This is an optimization exercise on Yosys and OpenROAD, whose aim is small area, a short achievable clock period and few clock cycles per item, not a production implementation.
The RTL was checked by simulation tests, not by an equivalence proof against the original design.
No activity file was given, so power comes from the tool's default toggle rates.

## mltp
module mltp (
  input S, CLK, Clr,
  input [7:0] Binput, Qinput,
  output [7:0] A, Q,
  output reg R  
);
  wire pp0_0, pp0_1, pp0_2, pp0_3, pp0_4, pp0_5, pp0_6, pp0_7, pp1_0, pp1_1, pp1_2, pp1_3, pp1_4, pp1_5, pp1_6, pp1_7, pp2_0, pp2_1, pp2_2, pp2_3, pp2_4, pp2_5, pp2_6, pp2_7, pp3_0, pp3_1, pp3_2, pp3_3, pp3_4, pp3_5, pp3_6, pp3_7, pp4_0, pp4_1, pp4_2, pp4_3, pp4_4, pp4_5, pp4_6, pp4_7, pp5_0, pp5_1, pp5_2, pp5_3, pp5_4, pp5_5, pp5_6, pp5_7, pp6_0, pp6_1, pp6_2, pp6_3, pp6_4, pp6_5, pp6_6, pp6_7, pp7_0, pp7_1, pp7_2, pp7_3, pp7_4, pp7_5, pp7_6, pp7_7, s1, c2, s3, c4, s5, c6, s7, c8, s9, c10, s11, c12, s13, c14, s15, c16, s17, c18, s19, c20, s21, c22, s23, c24, s25, c26, s27, c28, s29, c30, s31, c32, s33, c34, s35, c36, s37, c38, s39, c40, s41, c42, s43, c44, s45, c46, s47, c48, s49, c50, s51, c52, s53, c54, s55, c56, s57, c58, s59, c60, s61, c62, s63, c64, s65, c66, s67, c68, s69, c70, s71, c72, s73, c74, s75, c76, s77, c78, s79, c80, s81, c82, s83, c84, s85, c86, s87, c88, s89, c90, s91, c92, s93, c94;
  assign pp0_0 = ~(Binput[0] & Qinput[0]);
  assign pp0_1 = ~(Binput[0] & Qinput[1]);
  assign pp0_2 = ~(Binput[0] & Qinput[2]);
  assign pp0_3 = ~(Binput[0] & Qinput[3]);
  assign pp0_4 = ~(Binput[0] & Qinput[4]);
  assign pp0_5 = ~(Binput[0] & Qinput[5]);
  assign pp0_6 = ~(Binput[0] & Qinput[6]);
  ...
Size: ~210 cells after synthesis, ~25 flip-flops, about 36 I/O pins, about 2300 µm² of cells after synthesis.
clock: 5.0 ns
lec_check: 0
cap_margin: 20
core_margin: 2
core_utilization: 40
setup_slack_margin: 1.7
slew_margin: 20
synth_hierarchical: 1
synth_minimum_keep_size: 0
standard.sh (not shown) runs the stock make flow with config.mk's settings and CLKGATE_MAP_FILE= SYNTH_SCRIPT=/design/flow/synth_recipe.tcl, a recipe that flattens the netlist after the stock synthesis.
==> flow/flow/run.sh <==
#!/bin/bash
# The standard layout (standard.sh, unchanged synthesis), with two layout
# settings changed: the port buffers are plain buffers (buf_2) instead of the
# delay cells buffer_ports picks by default, and the resizer may swap a cell
# for one of another footprint (MATCH_CELL_FOOTPRINT=0), so it can size them.
# The full output of make (every ORFS step, each also logged under
# orfs/logs/) goes to make.log.
set -euo pipefail
bash standard.sh MATCH_CELL_FOOTPRINT=0 \
  "BUFFER_PORTS_ARGS=-buffer_cell sky130_fd_sc_hd__buf_2" finish > make.log 2>&1
Testbench counts at the start, summed over its fixed seeds: cycles 2,048, products 2,048.
Then changed:
Settings changed: SETUP_SLACK_MARGIN 1.7 to 1.95.
- area after synthesis stays the same
- worst setup slack improved by 130 ps
- combinational power came out higher by a little under a tenth
- routed wire length came out higher by a few percent
- clock skew is unchanged
- cell count came out higher slightly
- via count came out higher by a few percent
- count of clock-buffer cells in the layout is unchanged
- register-to-register slack stays flat
- global-route usage came out higher by 0.47 points

========
Setup of alpha:
mltp, a different RTL version from the one above (not shown whole).
Size: about 190 cells after synthesis, ~2500 µm² of cells after synthesis.
// mltp
module mltp (
  input S, CLK, Clr,
  input [7:0] Binput, Qinput,
  output [7:0] A, Q,
  output reg R  
);
clock: 5.0 ns
lec_check: 0
cap_margin: 20
core_margin: 2
core_utilization: 60
setup_slack_margin: 1.5
slew_margin: 20
synth_hierarchical: 1
synth_minimum_keep_size: 0
run.sh (not shown) runs the stock make flow with config.mk's settings and CLKGATE_MAP_FILE= SYNTH_SCRIPT=/design/flow/synth_recipe.tcl, a recipe that flattens the netlist after the stock synthesis.
Stock flow here: none of the scripts above is used.
alpha did not stop at any stage, and its layout met the timing, design-rule and antenna checks.
Testbench counts of alpha, summed over its fixed seeds: cycles 2,048, products 2,048.
--- input diff alpha..beta ---
Settings: CORE_UTILIZATION changed from 60 to 40; SETUP_SLACK_MARGIN changed from 1.5 to 2.5.
### Flow results
beta ended with more slack of the critical path than alpha. beta vs. alpha: core region area has increased; post-layout total power has increased; half-perimeter wire length of the detailed placement result increased by 1.1% relative to the old numbers. Note that the overall die area recorded for beta amounts to 1.5 times the value seen in alpha. Compared with alpha, beta shows a higher non-clock buffer count. Compared with alpha, in beta area growth from synthesis to final layout rose 12 points, wire length of the first global-routing pass increased 6.1%.

========
mltp again, from the RTL that the note above started with.
export LEC_CHECK = 0
export CAP_MARGIN = 20
export CORE_MARGIN = 2
export CORE_UTILIZATION = 40
export SETUP_SLACK_MARGIN = 2.0
export SLEW_MARGIN = 20
export SYNTH_HIERARCHICAL = 1
export SYNTH_MINIMUM_KEEP_SIZE = 0
create_clock -name core_clock -period 5.0 [get_ports {CLK}]
The starting point finished clean.
Testbench counts at the start, summed over its fixed seeds: cycles 2,048, products 2,048.
==> next run, changes <==
==> flow/flow/run.sh (new file) <==
#!/bin/bash
# The standard layout (standard.sh, unchanged synthesis), with two layout
# settings changed: the port buffers are plain buffers (buf_2) instead of the
# delay cells buffer_ports picks by default, and the resizer may swap a cell
# for one of another footprint (MATCH_CELL_FOOTPRINT=0), so it can size them.
# The full output of make (every ORFS step, each also logged under
# orfs/logs/) goes to make.log.
set -euo pipefail
bash standard.sh MATCH_CELL_FOOTPRINT=0 \
  "BUFFER_PORTS_ARGS=-buffer_cell sky130_fd_sc_hd__buf_2" finish > make.log 2>&1
==> flow/standard.sh (new file) <==
#!/bin/bash
# synth_recipe.tcl (not shown) runs the flow's synth.tcl, then flattens the netlist and writes it again
# the make line also repeats each setting of config.mk as NAME=value (left out here)
make -C /OpenROAD-flow-scripts/flow DESIGN_CONFIG=/design/flow/config.mk WORK_HOME=/design/flow/orfs CLKGATE_MAP_FILE= SYNTH_SCRIPT=/design/flow/synth_recipe.tcl "${@:-finish}"
removed: flow/run.sh
Sequential share of layout area grows by 1.3 points; fmax is higher by 0.73%; combinational power decreases by 7.4%.

========
Setup of oak:
mltp with an RTL version that a note above also has.
Size in the first run: ~25 flip-flops, about 0.0023 mm² of cells after synthesis.
export LEC_CHECK = 0
export CAP_MARGIN = 20
export CORE_MARGIN = 2
export CORE_UTILIZATION = 40
export CTS_BUF_LIST = sky130_fd_sc_hd__clkbuf_4
export SETUP_SLACK_MARGIN = 1.3
export SLEW_MARGIN = 20
export SYNTH_HIERARCHICAL = 1
export SYNTH_MINIMUM_KEEP_SIZE = 0
create_clock -name core_clock -period 5.0 [get_ports {CLK}]
standard.sh (not shown) runs the stock make flow with config.mk's settings and CLKGATE_MAP_FILE= SYNTH_SCRIPT=/design/flow/synth_recipe.tcl, a recipe that flattens the netlist after the stock synthesis.
==> flow/flow/run.sh <==
#!/bin/bash
# The standard layout (standard.sh, unchanged synthesis), with two layout
# settings changed: the port buffers are plain buffers (buf_2) instead of the
# delay cells buffer_ports picks by default, and the resizer may swap a cell
# for one of another footprint (MATCH_CELL_FOOTPRINT=0), so it can size them.
# The full output of make (every ORFS step, each also logged under
# orfs/logs/) goes to make.log.
set -euo pipefail
bash standard.sh MATCH_CELL_FOOTPRINT=0 \
  "BUFFER_PORTS_ARGS=-buffer_cell sky130_fd_sc_hd__buf_2" finish > make.log 2>&1
Testbench counts of oak, summed over its fixed seeds: cycles 2,048, products 2,048.
[inputs] pine vs oak
--- a/flow/config.mk
+++ b/flow/config.mk
@@ -9,6 +9,5 @@
 export CORE_MARGIN = 2
 export CORE_UTILIZATION = 40
-export CTS_BUF_LIST = sky130_fd_sc_hd__clkbuf_4
-export SETUP_SLACK_MARGIN = 1.3
+export SETUP_SLACK_MARGIN = 2.1
 export SLEW_MARGIN = 20
 export SYNTH_HIERARCHICAL = 1
[summary]
- Between oak and pine, part of the total power dissipated in sequential elements is lower for pine, oak comes in above that.
- | total grt overflow | pine vs oak | ≈ equal |
- pine: final weighted congestion in routability-driven placement is 6.3% higher than what oak reported.
- Compound-cell area share of the yosys netlist: oak vs pine identical
- From oak to pine the numbers moved as follows: global routing met3 resource utilization lost 0.45 points, cell count picked up an extra 11.

## what the ideal ports hide
No port has a modelled driver above. Below, the same layouts with a new extraction and two added sets of constraints. Step 1 sets driving cells, clkbuf_16 on the clock port and buf_2 on the other inputs (assumed; they add their load-dependent delay and slew). Step 2 moves the port delays by t, midway between the first and last clock arrival at a register: inputs arrive t later, outputs are due t later. That takes back most of the time a late clock gives input paths. a / b / c = no drivers / after step 1 / after step 2; a / b = the first two.
| run | shift t [ns] | slack for setup (ns) | pins driven straight from the clock port |
|---|---|---|---|
| the first run of note 1 | 0.282 | 1.842 / 1.846 / 1.564 | 1 |
| the second run of note 1 | 0.281 | 1.976 / 1.953 / 1.695 | 1 |
| alpha | 0.296 | 1.515 / 1.524 / 1.228 | 1 |
| beta | 0.282 | 1.748 / 1.730 / 1.448 | 1 |
| the first run of note 3 | 0.281 | 1.765 / 1.752 / 1.470 | 1 |
| the second run of note 3 | 0.280 | 1.788 / 1.774 / 1.494 | 1 |
| oak | 0.323 | 1.847 / 1.824 / 1.608 | 1 |
| pine | 0.276 | 1.997 / 1.970 / 1.694 | 1 |
After both steps every run listed still meets setup and hold. For pine, which loses most, drivers alone change the setup slack by -0.027 ns; drivers and shift together by -0.303 ns.
